What follows belongs to an exercise in optimizing a design on an open flow for a short achievable clock period and few clock cycles; a production flow would make more cautious choices.

==> v7: inputs <==
==> flow/design.v <==
`timescale 1ns / 1ps
module RegFile(
	input          clk,
	input          en,
	input          we_a,
	input    [3:0] wi_a,
	input   [23:0] wd_a,
	input          we_l,
	input    [3:0] wi_l,
	input   [23:0] wd_l,
	output [383:0] regs
    );
	reg [23:0] r [1:15];
	assign regs[23:0] = 24'd0;
	genvar g;
	generate
		for (g = 1; g < 16; g = g + 1) begin : out
			assign regs[24*g +: 24] = r[g];
		end
	endgenerate
	integer i;
	always @(posedge clk) begin
		if (en) begin
			for (i = 1; i < 16; i = i + 1) begin
				if (we_l && wi_l == i)
					r[i] <= wd_l;
				else if (we_a && wi_a == i)
					r[i] <= wd_a;
			end
		end
	end
endmodule
`timescale 1ns / 1ps
module Core(
	input clk,
	input rst,  
	input core_hold,
	output reg[23:0] addr,
	input [15:0] read_data,
	output reg[15:0] write_data,
	output reg write_enable,
	output reg req,
	input sw
    );
	parameter FRESH = 1;
	localparam [4:0] CMP = 5'd2, BLT = 5'd7, BLTE = 5'd8, LOAD = 5'd9, STORE = 5'd10,
		JR = 5'd11, BE = 5'd12, BNE = 5'd13, SHIFTLI = 5'd14, SHIFTRI = 5'd15,
		CMPI = 5'd18, LOADI = 5'd23, STOREI = 5'd24, JA = 5'd25, BEI = 5'd26,
		BNEI = 5'd27, BLTI = 5'd28, BLTEI = 5'd29, JS = 5'd30, INC = 5'd31;
	reg [15:0] q0, q1, q2, q3;
	reg  [2:0] cnt;
	reg        opv;      
	reg [23:0] opa, opb;
	reg        cur_f;    
	reg        arr_f;    
	reg [23:0] npc;      
	reg [23:0] hpc;      
	reg        zf, nf;
	reg        ld1, ld2;        
	reg  [3:0] ld1_r, ld2_r;
	wire go_en = !core_hold;
	wire [4:0] op = q0[15:11];
	wire [3:0] ra = q0[10:7];
	wire [3:0] rb = q0[6:3];
	wire is_inc = (op == INC);
	wire two = op[4] & ~is_inc;
	wire ibr = two && (op >= JA) && (op <= JS);
	wire rbr = (op == BLT) || (op == BLTE) || (op == JR) || (op == BE) || (op == BNE);
	wire is_ld = (op == LOAD) || (op == LOADI);
	wire is_st = (op == STORE) || (op == STOREI);
	wire is_alu = !ibr && !rbr && !is_ld && !is_st;
	wire byp = ibr && (cnt == 3'd1) && arr_f;
	wire complete = (cnt != 3'd0) && (!two || cnt >= 3'd2 || byp);
	wire [3:0] wdst = (op == JS) ? 4'd3 : ra;
	wire hz1 = ld1 && (ld1_r != 4'd0) &&
		(ld1_r == ra || (!two && ld1_r == rb) || (op == JS && ld1_r == 4'd3));
	wire hz2 = ld2 && (ld2_r != 4'd0) &&
		(ld2_r == ra || (!two && ld2_r == rb) || (op == JS && ld2_r == 4'd3));
	wire go = complete && opv && sw && !hz1 && !hz2;
	wire [23:0] imm = {1'b0, q0[6:0], q1};
	wire [23:0] bimm = {1'b0, q0[6:0], byp ? read_data : q1};
	wire [23:0] opx = is_inc ? 24'd1 : (two ? imm : opb);
	wire        sub = (op[3:0] == 4'd1) || (op[3:0] == 4'd2);
	wire [23:0] sum = opa + (sub ? ~opx : opx) + sub;
	reg  [23:0] res;
	always @(*) begin
		case (op[3:0])
			4'd3: res = opa & opx;
			4'd4: res = opa | opx;
			4'd5: res = opa ^ opx;
			4'd6: res = opx;
			4'd14: res = opa << rb;
			4'd15: res = is_inc ? sum : (opa >> rb);
			default: res = sum;
		endcase
	end
	reg cond;
	always @(*) begin
		case (op)
			BLT, BLTI: cond = nf;
			BLTE, BLTEI: cond = nf | zf;
			BE, BEI: cond = zf;
			BNE, BNEI: cond = !zf;
			default: cond = 1'b1;  
		endcase
	end
	wire redirect = go && (ibr || rbr) && cond;
	wire [23:0] target = rbr ? opa : bimm;
	wire alu_we = go && is_alu && op != CMP && op != CMPI;
	wire js_we = go && op == JS;
	wire we_a = (alu_we | js_we) && wdst != 4'd0;
	wire [23:0] wd_a = (op == JS) ? hpc + 24'd2 : res;
	wire [23:0] wd_l = {8'd0, read_data};
	wire [383:0] regs;
	RegFile _RegFile(.clk(clk), .en(go_en),
		.we_a(we_a), .wi_a(wdst), .wd_a(wd_a),
		.we_l(ld2), .wi_l(ld2_r), .wd_l(wd_l),
		.regs(regs));
	wire [1:0] pop = go ? (two ? (byp ? 2'd1 : 2'd2) : 2'd1) : 2'd0;
	wire push = arr_f && !(go && byp);
	wire [2:0] left = cnt - pop;
	wire data_req = go && (is_ld || is_st);
	wire fetch_ok = ({1'b0, left} + push + cur_f) < 4'd4;
	function [23:0] rdreg;
		input [383:0] rf;
		input [3:0] i;
		input wa;
		input [3:0] ia;
		input [23:0] da;
		input wl;
		input [3:0] il;
		input [23:0] dl;
		begin
			if (wl && il == i)
				rdreg = dl;
			else if (wa && ia == i)
				rdreg = da;
			else
				rdreg = rf[24*i +: 24];
		end
	endfunction
	wire [15:0] nh = (left == 3'd0) ? read_data : (pop == 2'd0) ? q0 : (pop == 2'd1) ? q1 : q2;
	wire nh_fresh = (left == 3'd0);
	wire [23:0] na_q0 = rdreg(regs, q0[10:7], we_a, wdst, wd_a, ld2, ld2_r, wd_l);
	wire [23:0] na_q1 = rdreg(regs, q1[10:7], we_a, wdst, wd_a, ld2, ld2_r, wd_l);
	wire [23:0] na_q2 = rdreg(regs, q2[10:7], we_a, wdst, wd_a, ld2, ld2_r, wd_l);
	wire [23:0] na_rd = rdreg(regs, read_data[10:7], we_a, wdst, wd_a, ld2, ld2_r, wd_l);
	wire [23:0] nb_q0 = rdreg(regs, q0[6:3], we_a, wdst, wd_a, ld2, ld2_r, wd_l);
	wire [23:0] nb_q1 = rdreg(regs, q1[6:3], we_a, wdst, wd_a, ld2, ld2_r, wd_l);
	wire [23:0] nb_q2 = rdreg(regs, q2[6:3], we_a, wdst, wd_a, ld2, ld2_r, wd_l);
	wire [23:0] nb_rd = rdreg(regs, read_data[6:3], we_a, wdst, wd_a, ld2, ld2_r, wd_l);
	wire [23:0] na = nh_fresh ? na_rd : (pop == 2'd0) ? na_q0 : (pop == 2'd1) ? na_q1 : na_q2;
	wire [23:0] nb = nh_fresh ? nb_rd : (pop == 2'd0) ? nb_q0 : (pop == 2'd1) ? nb_q1 : nb_q2;
	always @(posedge clk) begin
		if (rst) begin
			cnt <= 3'd0;
			opv <= 1'b0;
			cur_f <= 1'b1;
			arr_f <= 1'b0;
			npc <= 24'h008000;
			hpc <= 24'h008000;
			addr <= 24'h008000;
			req <= 1'b1;
			write_enable <= 1'b0;
			write_data <= 16'd0;
			zf <= 1'b0;
			nf <= 1'b0;
			ld1 <= 1'b0;
			ld2 <= 1'b0;
		end else if (go_en) begin
			if (go && is_alu) begin
				zf <= (res == 24'd0);
				nf <= res[23];
			end
			ld1 <= data_req && is_ld;
			ld1_r <= ra;
			ld2 <= ld1;
			ld2_r <= ld1_r;
			opa <= na;
			opb <= nb;
			opv <= FRESH ? 1'b1 : !nh_fresh;
			if (redirect) begin
				cnt <= 3'd0;
				hpc <= target;
			end else begin
				cnt <= left + push;
				hpc <= hpc + (go ? (two ? 24'd2 : 24'd1) : 24'd0);
				case (pop)
					2'd0: begin
						if (push && cnt == 3'd0) q0 <= read_data;
						if (push && cnt == 3'd1) q1 <= read_data;
						if (push && cnt == 3'd2) q2 <= read_data;
						if (push && cnt == 3'd3) q3 <= read_data;
					end
					2'd1: begin
						q0 <= (push && cnt == 3'd1) ? read_data : q1;
						q1 <= (push && cnt == 3'd2) ? read_data : q2;
						q2 <= (push && cnt == 3'd3) ? read_data : q3;
						if (push && cnt == 3'd4) q3 <= read_data;
					end
					default: begin
						q0 <= (push && cnt == 3'd2) ? read_data : q2;
						q1 <= (push && cnt == 3'd3) ? read_data : q3;
						if (push && cnt == 3'd4) q2 <= read_data;
					end
				endcase
			end
			arr_f <= cur_f && !redirect;
			if (data_req) begin
				addr <= two ? imm : opb;
				req <= 1'b1;
				write_enable <= is_st;
				write_data <= opa[15:0];
				cur_f <= 1'b0;
			end else if (redirect) begin
				addr <= target;
				req <= 1'b1;
				write_enable <= 1'b0;
				cur_f <= 1'b1;
				npc <= target;
			end else if (fetch_ok) begin
				addr <= npc + 24'd1;
				req <= 1'b1;
				write_enable <= 1'b0;
				cur_f <= 1'b1;
				npc <= npc + 24'd1;
			end else begin
				req <= 1'b0;
				write_enable <= 1'b0;
				cur_f <= 1'b0;
			end
		end
	end
endmodule
==> flow/run.sh <==
#!/bin/bash
# synth_recipe.tcl (not shown) runs the flow's synth.tcl, then flattens the netlist and writes it again
# the make line also repeats each setting of config.mk as NAME=value (left out here)
make -C /OpenROAD-flow-scripts/flow DESIGN_CONFIG=/design/flow/config.mk WORK_HOME=/design/flow/orfs CLKGATE_MAP_FILE= SYNTH_SCRIPT=/design/flow/synth_recipe.tcl finish
==> flow/config.mk <==
export PLATFORM = sky130hd
export DESIGN_NAME = Core
export DESIGN_NICKNAME = Core
export VERILOG_FILES = /design/flow/design.v
export SDC_FILE = /design/flow/constraint.sdc
export NUM_CORES = 4
export LEC_CHECK = 0
export ABC_CLOCK_PERIOD_IN_PS = 3000
export CAP_MARGIN = 20
export CORE_MARGIN = 2
export CORE_UTILIZATION = 45
export SETUP_SLACK_MARGIN = 3.5
export SLEW_MARGIN = 20
export TNS_END_PERCENT = 100
==> flow/constraint.sdc <==
create_clock -name core_clock -period 7.0 [get_ports {clk}]
set_input_delay 1.4000 -clock core_clock [delete_from_list [all_inputs] [get_ports {clk}]]
set_output_delay 1.4000 -clock core_clock [all_outputs]
set_load 0.01 [all_outputs]
==> inputs of v20, as changes to v7 <==
==> flow/design.v (replaced) <==
`timescale 1ns / 1ps
module RegFile;
endmodule
`timescale 1ns / 1ps
module Core(
	input clk,
	input rst,  
	input core_hold,
	output reg[23:0] addr,
	input [15:0] read_data,
	output reg[15:0] write_data,
	output reg write_enable,
	output reg req,
	input sw
    );
	localparam [4:0] CMP = 5'd2, BLT = 5'd7, BLTE = 5'd8, LOAD = 5'd9, STORE = 5'd10,
		JR = 5'd11, BE = 5'd12, BNE = 5'd13, SHIFTLI = 5'd14, SHIFTRI = 5'd15,
		CMPI = 5'd18, LOADI = 5'd23, STOREI = 5'd24, JA = 5'd25, BEI = 5'd26,
		BNEI = 5'd27, BLTI = 5'd28, BLTEI = 5'd29, JS = 5'd30, INC = 5'd31;
	reg [15:0] q0, q1, q2, q3;
	reg  [2:0] cnt;
	reg [23:0] opa, opb;   
	reg        cur_f;    
	reg        arr_f;    
	reg [23:0] npc;      
	reg [23:0] hpc;      
	reg [23:0] zres;     
	reg        nf;
	reg        ld1, ld2;        
	reg  [3:0] ld1_r, ld2_r;
	wire go_en = !core_hold;
	wire [4:0] op = q0[15:11];
	wire [3:0] ra = q0[10:7];
	wire [3:0] rb = q0[6:3];
	wire is_inc = (op == INC);
	wire is_js = (op == JS);
	wire two = op[4] & ~is_inc;
	wire ibr = two && (op >= JA) && (op <= JS);
	wire rbr = (op == BLT) || (op == BLTE) || (op == JR) || (op == BE) || (op == BNE);
	wire is_ld = (op == LOAD) || (op == LOADI);
	wire is_st = (op == STORE) || (op == STOREI);
	wire is_alu = !ibr && !rbr && !is_ld && !is_st;
	wire byp = ibr && (cnt == 3'd1) && arr_f;
	wire complete = (cnt != 3'd0) && (!two || cnt >= 3'd2 || byp);
	wire hz1 = ld1 && (ld1_r == ra || (!two && ld1_r == rb) || (is_js && ld1_r == 4'd3));
	wire hz2 = ld2 && (ld2_r == ra || (!two && ld2_r == rb) || (is_js && ld2_r == 4'd3));
	wire go1 = complete && !hz1 && !hz2;
	wire go = go1 && sw;
	wire [23:0] imm = {1'b0, q0[6:0], q1};
	wire [23:0] bimm = {1'b0, q0[6:0], byp ? read_data : q1};
	wire [23:0] opx = is_inc ? 24'd1 : (two ? imm : opb);
	wire        sub = (op[3:0] == 4'd1) || (op[3:0] == 4'd2);
	wire [23:0] opy = sub ? ~opx : opx;
	wire [23:0] pg_p = opa ^ opy;
	wire [23:0] pg_g = opa & opy;
	reg  [23:0] cg, cp;
	integer k, l;
	always @(*) begin
		cg = pg_g;
		cp = pg_p;
		cg[0] = pg_g[0] | (pg_p[0] & sub);
		for (l = 0; l < 5; l = l + 1)
			for (k = 0; k < 24; k = k + 1)
				if (k[l]) begin
					cg[k] = cg[k] | (cp[k] & cg[((k >> l) << l) - 1]);
					cp[k] = cp[k] & cp[((k >> l) << l) - 1];
				end
	end
	wire [23:0] sum = pg_p ^ {cg[22:0], sub};
	reg  [23:0] res;
	always @(*) begin
		case (op[3:0])
			4'd3: res = opa & opx;
			4'd4: res = opa | opx;
			4'd5: res = opa ^ opx;
			4'd6: res = opx;
			4'd14: res = opa << rb;
			4'd15: res = is_inc ? sum : (opa >> rb);
			default: res = sum;
		endcase
	end
	wire zf = (zres == 24'd0);
	reg cond;
	always @(*) begin
		case (op)
			BLT, BLTI: cond = nf;
			BLTE, BLTEI: cond = nf | zf;
			BE, BEI: cond = zf;
			BNE, BNEI: cond = !zf;
			default: cond = 1'b1;  
		endcase
	end
	wire redirect = go && (ibr || rbr) && cond;
	wire [23:0] target = rbr ? opa : bimm;
	wire alu_we = go && is_alu && op != CMP && op != CMPI && ra != 4'd0;
	wire js_we = go && is_js;
	wire [23:0] link = hpc + 24'd2;
	wire [23:0] wd_l = {8'd0, read_data};
	reg [23:0] r [1:15];
	integer i;
	always @(posedge clk) begin
		if (go_en) begin
			for (i = 1; i < 16; i = i + 1) begin
				if (alu_we && ra == i)
					r[i] <= res;
				else if (ld2 && ld2_r == i)
					r[i] <= wd_l;
				else if (js_we && i == 3)
					r[i] <= link;
			end
		end
	end
	wire [1:0] pop = go ? (two ? (byp ? 2'd1 : 2'd2) : 2'd1) : 2'd0;
	wire push = arr_f && !(go && byp);
	wire [2:0] left = cnt - pop;
	wire data_req = go && (is_ld || is_st);
	wire fetch_ok = ({1'b0, left} + push + cur_f) < 4'd4;
	function [23:0] rdreg;
		input [3:0] idx;
		begin
			rdreg = (idx == 4'd0) ? 24'd0 : r[idx];
		end
	endfunction
	wire nh_fresh = (left == 3'd0);
	wire [15:0] nh = nh_fresh ? read_data : (pop == 2'd0) ? q0 : (pop == 2'd1) ? q1 : q2;
	wire [3:0] na_i = nh[10:7];
	wire [3:0] nb_i = nh[6:3];
	wire [23:0] ca = nh_fresh ? rdreg(read_data[10:7]) :
		(pop == 2'd0) ? rdreg(q0[10:7]) : (pop == 2'd1) ? rdreg(q1[10:7]) : rdreg(q2[10:7]);
	wire [23:0] cb = nh_fresh ? rdreg(read_data[6:3]) :
		(pop == 2'd0) ? rdreg(q0[6:3]) : (pop == 2'd1) ? rdreg(q1[6:3]) : rdreg(q2[6:3]);
	wire [23:0] na = (alu_we && ra == na_i) ? res :
		(ld2 && ld2_r == na_i) ? wd_l : (js_we && na_i == 4'd3) ? link : ca;
	wire [23:0] nb = (alu_we && ra == nb_i) ? res :
		(ld2 && ld2_r == nb_i) ? wd_l : (js_we && nb_i == 4'd3) ? link : cb;
	always @(posedge clk) begin
		if (rst) begin
			cnt <= 3'd0;
			cur_f <= 1'b1;
			arr_f <= 1'b0;
			npc <= 24'h008000;
			hpc <= 24'h008000;
			addr <= 24'h008000;
			req <= 1'b1;
			write_enable <= 1'b0;
			write_data <= 16'd0;
			zres <= 24'd1;  
			nf <= 1'b0;
			ld1 <= 1'b0;
			ld2 <= 1'b0;
		end else if (go_en) begin
			if (go && is_alu) begin
				zres <= res;
				nf <= res[23];
			end
			ld1 <= data_req && is_ld && ra != 4'd0;
			ld1_r <= ra;
			ld2 <= ld1;
			ld2_r <= ld1_r;
			opa <= na;
			opb <= nb;
			if (redirect) begin
				cnt <= 3'd0;
				hpc <= target;
			end else begin
				cnt <= left + push;
				hpc <= hpc + (go ? (two ? 24'd2 : 24'd1) : 24'd0);
				case (pop)
					2'd0: begin
						if (push && cnt == 3'd0) q0 <= read_data;
						if (push && cnt == 3'd1) q1 <= read_data;
						if (push && cnt == 3'd2) q2 <= read_data;
						if (push && cnt == 3'd3) q3 <= read_data;
					end
					2'd1: begin
						q0 <= (push && cnt == 3'd1) ? read_data : q1;
						q1 <= (push && cnt == 3'd2) ? read_data : q2;
						q2 <= (push && cnt == 3'd3) ? read_data : q3;
						if (push && cnt == 3'd4) q3 <= read_data;
					end
					default: begin
						q0 <= (push && cnt == 3'd2) ? read_data : q2;
						q1 <= (push && cnt == 3'd3) ? read_data : q3;
						if (push && cnt == 3'd4) q2 <= read_data;
					end
				endcase
			end
			arr_f <= cur_f && !redirect;
			if (data_req) begin
				addr <= two ? imm : opb;
				req <= 1'b1;
				write_enable <= is_st;
				write_data <= opa[15:0];
				cur_f <= 1'b0;
			end else if (redirect) begin
				addr <= target;
				req <= 1'b1;
				write_enable <= 1'b0;
				cur_f <= 1'b1;
				npc <= target;
			end else if (fetch_ok) begin
				addr <= npc + 24'd1;
				req <= 1'b1;
				write_enable <= 1'b0;
				cur_f <= 1'b1;
				npc <= npc + 24'd1;
			end else begin
				req <= 1'b0;
				write_enable <= 1'b0;
				cur_f <= 1'b0;
			end
		end
	end
endmodule
==> notes <==
- v7 completed, yet does not pass: capacitance limit, slew limit. v20 died in global routing (5_1_grt), error GRT-0232.
- Of v7 and v20, v20 has the higher synthesized cell count (gap about 15%, measured against v20).
- Of v7 and v20, v7 has the higher area after synthesis (gap about 11%, measured against v20).
No run of this note included a check of the RTL's function; only the layout flow was run.

[separate check: timing with driven ports]
The results above use ideal ports. As a check the final layout listed here was re-extracted and re-timed, cells and wires unchanged.
Step 1 sets driving cells, clkbuf_16 on the clock port and buf_2 on the other inputs (assumed; they add their load-dependent delay and slew).
Step 2 moves the port delays by t, midway between the first and last clock arrival at a register: inputs arrive t later, outputs are due t later. That takes back most of the time a late clock gives input paths.
a / b / c = no drivers / after step 1 / after step 2; a / b = the first two.
run: v7
t, ns: 0.782
setup slack, ns: 2.193 / 2.193 / 2.062
worst hold slack (ns): 0.460 / 0.460 / 0.460
clock arrival spread, ns: 0.042 / 0.041
pins driven straight from the clock port: 1
For v7, drivers alone change the setup slack by 0.000 ns; drivers and shift together by -0.131 ns.
